Source: an optimization exercise on an open RTL-to-GDS flow (aim: small area and a short achievable clock period). Production flows keep margins and buffers that such runs may drop.
Only simulation tests tie the RTL to the original design; equivalence was not proved.
Power and IR drop assume default switching activity.

==> flow/design.v <==
module pipe_stage #(parameter W = 1, parameter EN = 1) (
    input clock,
    input [W-1:0] d,
    output [W-1:0] q
);
    generate if (EN) begin : g_reg
        reg [W-1:0] r;
        always @(posedge clock) r <= d;
        assign q = r;
    end else begin : g_wire
        assign q = d;
    end endgenerate
endmodule
module valid_stage #(parameter EN = 1) (
    input clock,
    input reset,
    input d,
    output q
);
    generate if (EN) begin : g_reg
        reg r;
        always @(posedge clock or posedge reset)
            if (reset) r <= 1'b0;
            else       r <= d;
        assign q = r;
    end else begin : g_wire
        assign q = d;
    end endgenerate
endmodule
module fp_adder_16_bit (
    input clock,
    input reset,
    input in_valid,
    input [15:0] operand_a,
    input [15:0] operand_b,
    input final_operation,
    output reg out_valid,
    output reg [15:0] result,
    output reg overflow_flag,
    output reg underflow_flag,
    output reg zero_flag,
    output reg infinity_flag,
    output reg NaN_flag
);
    localparam S1 = 1;    
    localparam S2 = 1;    
    localparam S3 = 1;    
    localparam S4 = 1;    
    localparam S5 = 1;    
    wire        sa = operand_a[15], sb = operand_b[15];
    wire [4:0]  ea = operand_a[14:10], eb = operand_b[14:10];
    wire [9:0]  fa = operand_a[9:0],  fb = operand_b[9:0];
    wire        ha = |fa, hb = |fb;
    wire ea_max = &ea, eb_max = &eb;
    wire inf_c  = (ea_max & ~ha) | (eb_max & ~hb);
    wire nan_c  = (ea_max & ha) | (eb_max & hb);
    wire [5:0]  ediff = {1'b0, ea} - {1'b0, eb};      
    wire        e_lt  = ediff[5];
    wire        e_eq  = (ea == eb);
    wire        f_lt  = (fa < fb);
    wire [4:0]  bexp  = e_lt ? eb : ea;
    wire        flush = e_lt | (ediff[4:0] > 5'd11);
    wire [3:0]  sh    = ediff[3:0];
    wire [9:0]  fa_1, fb_1;
    wire        ha_1, hb_1, sa_1, sb_1, e_lt_1, e_eq_1, f_lt_1;
    wire [4:0]  bexp_1;
    wire [3:0]  sh_1;
    wire        flush_1, fop_1, inf_1, nan_1, v_1;
    pipe_stage #(.W(40), .EN(S1)) r1 (clock,
        {fa, fb, ha, hb, sa, sb, e_lt, e_eq, f_lt, bexp, sh, flush, final_operation, inf_c, nan_c},
        {fa_1, fb_1, ha_1, hb_1, sa_1, sb_1, e_lt_1, e_eq_1, f_lt_1, bexp_1, sh_1, flush_1, fop_1, inf_1, nan_1});
    valid_stage #(.EN(S1)) rv1 (clock, reset, in_valid, v_1);
    wire [10:0] ma_1  = {ha_1, fa_1}, mb_1 = {hb_1, fb_1};
    wire        op_1   = fop_1 ^ sa_1 ^ sb_1;
    wire        zero_1 = ~ha_1 & ~hb_1;
    wire        bsel  = e_eq_1 ? f_lt_1 : e_lt_1;
    wire        sign_1 = bsel ? sb_1 : sa_1;
    wire [10:0] big_1 = bsel ? mb_1 : ma_1;
    wire [13:0] lx    = {mb_1, 3'b000};
    wire [13:0] shx   = lx >> sh_1;
    wire [10:0] por;
    genvar q;
    generate for (q = 0; q < 11; q = q + 1) begin : g_por
        assign por[q] = |mb_1[q:0];
    end endgenerate
    wire [15:0] stk_sel = {3'b000, por, 2'b00};     
    wire [15:0] nz_sel  = {4'b0000, por, 1'b0};     
    wire        stk   = stk_sel[sh_1];
    wire        nz_lo = nz_sel[sh_1];
    wire        fstk  = e_lt_1 ? ha_1 : hb_1;
    wire [13:0] al    = flush_1 ? {13'd0, fstk} :
                        (e_eq_1 & f_lt_1) ? {ma_1, 3'b000} : {shx[13:1], stk};
    wire        z3    = flush_1 ? ~fstk : (e_eq_1 & f_lt_1) ? 1'b1 : ~nz_lo;
    wire        c3    = op_1 & z3;
    wire [13:0] ax    = al ^ {14{op_1}};
    wire        keep  = ~op_1 & ~fop_1;              
    wire [10:0] big_2, axh_2;
    wire [2:0]  al_lo_2;
    wire [4:0]  bexp_2;
    wire        c3_2, op_2, keep_2, sign_2, zero_2, inf_2, nan_2, v_2;
    pipe_stage #(.W(37), .EN(S2)) r2 (clock,
        {big_1, ax[13:3], al[2:0], c3, op_1, keep, bexp_1, sign_1, zero_1, inf_1, nan_1},
        {big_2, axh_2, al_lo_2, c3_2, op_2, keep_2, bexp_2, sign_2, zero_2, inf_2, nan_2});
    valid_stage #(.EN(S2)) rv2 (clock, reset, v_1, v_2);
    wire [11:0] g0 = {big_2 & axh_2, c3_2};
    wire [11:0] p0 = {big_2 ^ axh_2, 1'b0};
    wire [11:0] g1, p1, g2, p2, g3, p3, g4;
    genvar j;
    generate for (j = 0; j < 12; j = j + 1) begin : g_ks
        if (j >= 1) begin : l1
            assign g1[j] = g0[j] | (p0[j] & g0[j-1]);
            assign p1[j] = p0[j] & p0[j-1];
        end else begin : n1
            assign g1[j] = g0[j];
            assign p1[j] = p0[j];
        end
        if (j >= 2) begin : l2
            assign g2[j] = g1[j] | (p1[j] & g1[j-2]);
            assign p2[j] = p1[j] & p1[j-2];
        end else begin : n2
            assign g2[j] = g1[j];
            assign p2[j] = p1[j];
        end
        if (j >= 4) begin : l3
            assign g3[j] = g2[j] | (p2[j] & g2[j-4]);
            assign p3[j] = p2[j] & p2[j-4];
        end else begin : n3
            assign g3[j] = g2[j];
            assign p3[j] = p2[j];
        end
        if (j >= 8) begin : l4
            assign g4[j] = g3[j] | (p3[j] & g3[j-8]);
        end else begin : n4
            assign g4[j] = g3[j];
        end
    end endgenerate
    wire [11:0] hi   = {g4[11], p0[11:1] ^ g4[10:0]};
    wire [2:0]  r_lo = op_2 ? (3'd0 - al_lo_2) : al_lo_2;
    wire        as_  = hi[11] & keep_2;
    wire [13:0] R    = {hi[10:0], r_lo};
    wire [13:0] R_3;
    wire [4:0]  bexp_3;
    wire        as_3, sign_3, zero_3, inf_3, nan_3, v_3;
    pipe_stage #(.W(24), .EN(S3)) r3 (clock,
        {R, as_, bexp_2, sign_2, zero_2, inf_2, nan_2},
        {R_3, as_3, bexp_3, sign_3, zero_3, inf_3, nan_3});
    valid_stage #(.EN(S3)) rv3 (clock, reset, v_2, v_3);
    wire [14:0] T = {as_3, R_3};
    reg  [3:0]  s;
    integer i;
    always @(*) begin
        s = 4'd1;
        for (i = 0; i < 14; i = i + 1)
            if (R_3[i]) s = 4'd14 - i;
        if (as_3) s = 4'd0;
    end
    wire [14:0] tsh = T << {s[3:2], 2'b00};          
    wire [13:0] tsh_4;
    wire [3:0]  s_4;
    wire [4:0]  bexp_4;
    wire        sign_4, zero_4, inf_4, nan_4, v_4;
    pipe_stage #(.W(27), .EN(S4)) r4 (clock,
        {tsh[13:0], s, bexp_3, sign_3, zero_3, inf_3, nan_3},
        {tsh_4, s_4, bexp_4, sign_4, zero_4, inf_4, nan_4});
    valid_stage #(.EN(S4)) rv4 (clock, reset, v_3, v_4);
    wire [13:0] fsh = tsh_4 << s_4[1:0];
    wire [12:0] nm_4 = fsh[13:1];
    wire [4:0]  ne  = bexp_4 + 5'd1 - {1'b0, s_4};
    wire [9:0]  M   = nm_4[12:3];
    wire        inc = nm_4[2] & (nm_4[1] | nm_4[0] | nm_4[3]);
    wire [9:0]  pre;
    genvar k;
    generate for (k = 0; k < 10; k = k + 1) begin : g_pre
        if (k == 0) begin : g0
            assign pre[k] = 1'b1;
        end else begin : gk
            assign pre[k] = &M[k-1:0];
        end
    end endgenerate
    wire [9:0]  mr  = M ^ (pre & {10{inc}});
    wire        m_all1 = &M;
    wire        m_zero = ~|M;
    wire        m_1ff  = (M == 10'h1ff);
    wire        m_200  = (M == 10'h200);
    wire        wr  = inc ? m_1ff : m_200;           
    wire        mrz = inc ? m_all1 : m_zero;         
    wire [9:0]  mr_5;
    wire [4:0]  ne0;
    wire        wr_5, mrz_5, sign_5, zero_5, inf_5, nan_5, v_5;
    pipe_stage #(.W(21), .EN(S5)) r5 (clock,
        {mr, wr, mrz, ne, sign_4, zero_4, inf_4, nan_4},
        {mr_5, wr_5, mrz_5, ne0, sign_5, zero_5, inf_5, nan_5});
    valid_stage #(.EN(S5)) rv5 (clock, reset, v_4, v_5);
    wire [4:0]  ne1 = ne0 + 5'd1;
    wire        ovf = wr_5 ? (ne0 == 5'd30) : (ne0 == 5'd31);
    wire        unf = (ne0 == 5'd0) & mrz_5;
    wire [4:0]  ex  = wr_5 ? ne1 : ne0;
    wire [9:0]  mo  = ovf ? 10'd0 : wr_5 ? 10'd1 : mr_5;
    wire [4:0]  xo  = (inf_5 | nan_5) ? 5'h1f : ex;
    wire [9:0]  fo  = inf_5 ? 10'd0 : nan_5 ? 10'h3ff : mo;
    always @(posedge clock) begin
        result         <= {sign_5, xo, fo};
        overflow_flag  <= ovf;
        underflow_flag <= unf;
        zero_flag      <= zero_5;
        infinity_flag  <= inf_5;
        NaN_flag       <= nan_5;
    end
    always @(posedge clock or posedge reset)
        if (reset) out_valid <= 1'b0;
        else       out_valid <= v_5;
endmodule
export LEC_CHECK = 0
export CAP_MARGIN = 20
export CORE_MARGIN = 2
export CORE_UTILIZATION = 40
export CTS_BUF_LIST = sky130_fd_sc_hd__clkbuf_8
export CTS_CLUSTER_SIZE = 40
export SETUP_SLACK_MARGIN = 1.6
export SLEW_MARGIN = 20
create_clock -name core_clock -period 3.5 [get_ports {clock}]
run.sh (not shown) runs the stock make flow with config.mk's settings and CLKGATE_MAP_FILE= SYNTH_SCRIPT=/design/flow/synth_recipe.tcl, a recipe that flattens the netlist after the stock synthesis.
Rerun with:
--- a/flow/config.mk
+++ b/flow/config.mk
@@ -12,3 +12,3 @@
 export CTS_CLUSTER_SIZE = 40
-export SETUP_SLACK_MARGIN = 1.6
+export SETUP_SLACK_MARGIN = 1.5
 export SLEW_MARGIN = 20
Sequential cell count does not change; first-iteration DRC count came out lower by 24%; total power decreases by 5.2%; maximum frequency grows by 0.61%; wire length decreases by 5.4%; synthesized area is unchanged; final area decreases by 2.3%; worst setup slack improves by 12 ps.
Rerun with:
--- a/flow/config.mk
+++ b/flow/config.mk
@@ -7,2 +7,3 @@
 export LEC_CHECK = 0
+export ABC_AREA = 1
 export CAP_MARGIN = 20
@@ -12,3 +13,3 @@
 export CTS_CLUSTER_SIZE = 40
-export SETUP_SLACK_MARGIN = 1.5
+export SETUP_SLACK_MARGIN = 2.0
 export SLEW_MARGIN = 20
- final area is higher by 16%
- worst setup slack gets better by 320 ps
- die area is higher by 1.1%
- count of clock-buffer cells in the layout is unchanged
- sequential share of layout area is lower by 5.2 points
Rerun with:
--- a/flow/config.mk
+++ b/flow/config.mk
@@ -13,3 +13,3 @@
 export CTS_CLUSTER_SIZE = 40
-export SETUP_SLACK_MARGIN = 2.0
+export SETUP_SLACK_MARGIN = 1.7
 export SLEW_MARGIN = 20
What happened:
- routed wire length falls by roughly a tenth
- clock skew rises by 3.2 ps
- sequential share of layout area rises by 4.8 points
- cell count falls by a few percent
Rerun with:
--- a/flow/config.mk
+++ b/flow/config.mk
@@ -7,3 +7,2 @@
 export LEC_CHECK = 0
-export ABC_AREA = 1
 export CAP_MARGIN = 20
@@ -13,3 +12,4 @@
 export CTS_CLUSTER_SIZE = 40
-export SETUP_SLACK_MARGIN = 1.7
+export PLACE_DENSITY = 0.8
+export SETUP_SLACK_MARGIN = 1.5
 export SLEW_MARGIN = 20
Outcome: The changed run finished with timing, DRC and antenna clean. Wire length decreases by 12%. Worst hold slack gains 3.8 ps. Register-to-register slack degrades by 250 ps.
Rerun with:
--- a/flow/config.mk
+++ b/flow/config.mk
@@ -7,2 +7,3 @@
 export LEC_CHECK = 0
+export ABC_AREA = 1
 export CAP_MARGIN = 20
@@ -12,4 +13,3 @@
 export CTS_CLUSTER_SIZE = 40
-export PLACE_DENSITY = 0.8
-export SETUP_SLACK_MARGIN = 1.5
+export SETUP_SLACK_MARGIN = 1.8
 export SLEW_MARGIN = 20
Result:
- The changed run ran to the end with no violations
- wire length increases by about 16%
- total power climbs by 11%
- setup slack gains 350 ps
- non-clock buffer count grows by 20

## re-timing with driven ports
No port has a modelled driver above. Below, the same layouts with a new extraction and two added sets of constraints. Step 1, drivers: a clkbuf_16 drives clock and a buf_2 each remaining input, both assumed. Step 2 moves the port delays by t, midway between the first and last clock arrival at a register: inputs arrive t later, outputs are due t later. That takes back most of the time a late clock gives input paths. Slacks: ideal / step 1 / step 2; pairs: ideal / step 1.
run | shift t [ns] | slack for setup (ns) | worst register clock-pin slew, ns | worst data-port slew with drivers (ns)
the first run | 0.476 | 1.497 / 1.497 / 1.158 | 0.10 / 0.10 | 0.04
the second run | 0.475 | 1.509 / 1.509 / 1.064 | 0.11 / 0.11 | 0.04
the third run | 0.487 | 1.829 / 1.803 / 1.401 | 0.10 / 0.10 | 0.06
the fourth run | 0.502 | 1.720 / 1.712 / 1.257 | 0.10 / 0.10 | 0.04
the fifth run | 0.495 | 1.468 / 1.468 / 1.029 | 0.10 / 0.10 | 0.04
the sixth run | 0.486 | 1.819 / 1.805 / 1.348 | 0.11 / 0.11 | 0.03
After both steps setup and hold are still met in every run listed. The setup slack of the sixth run, which loses most, moves by -0.014 ns with the drivers and by -0.471 ns with both steps.
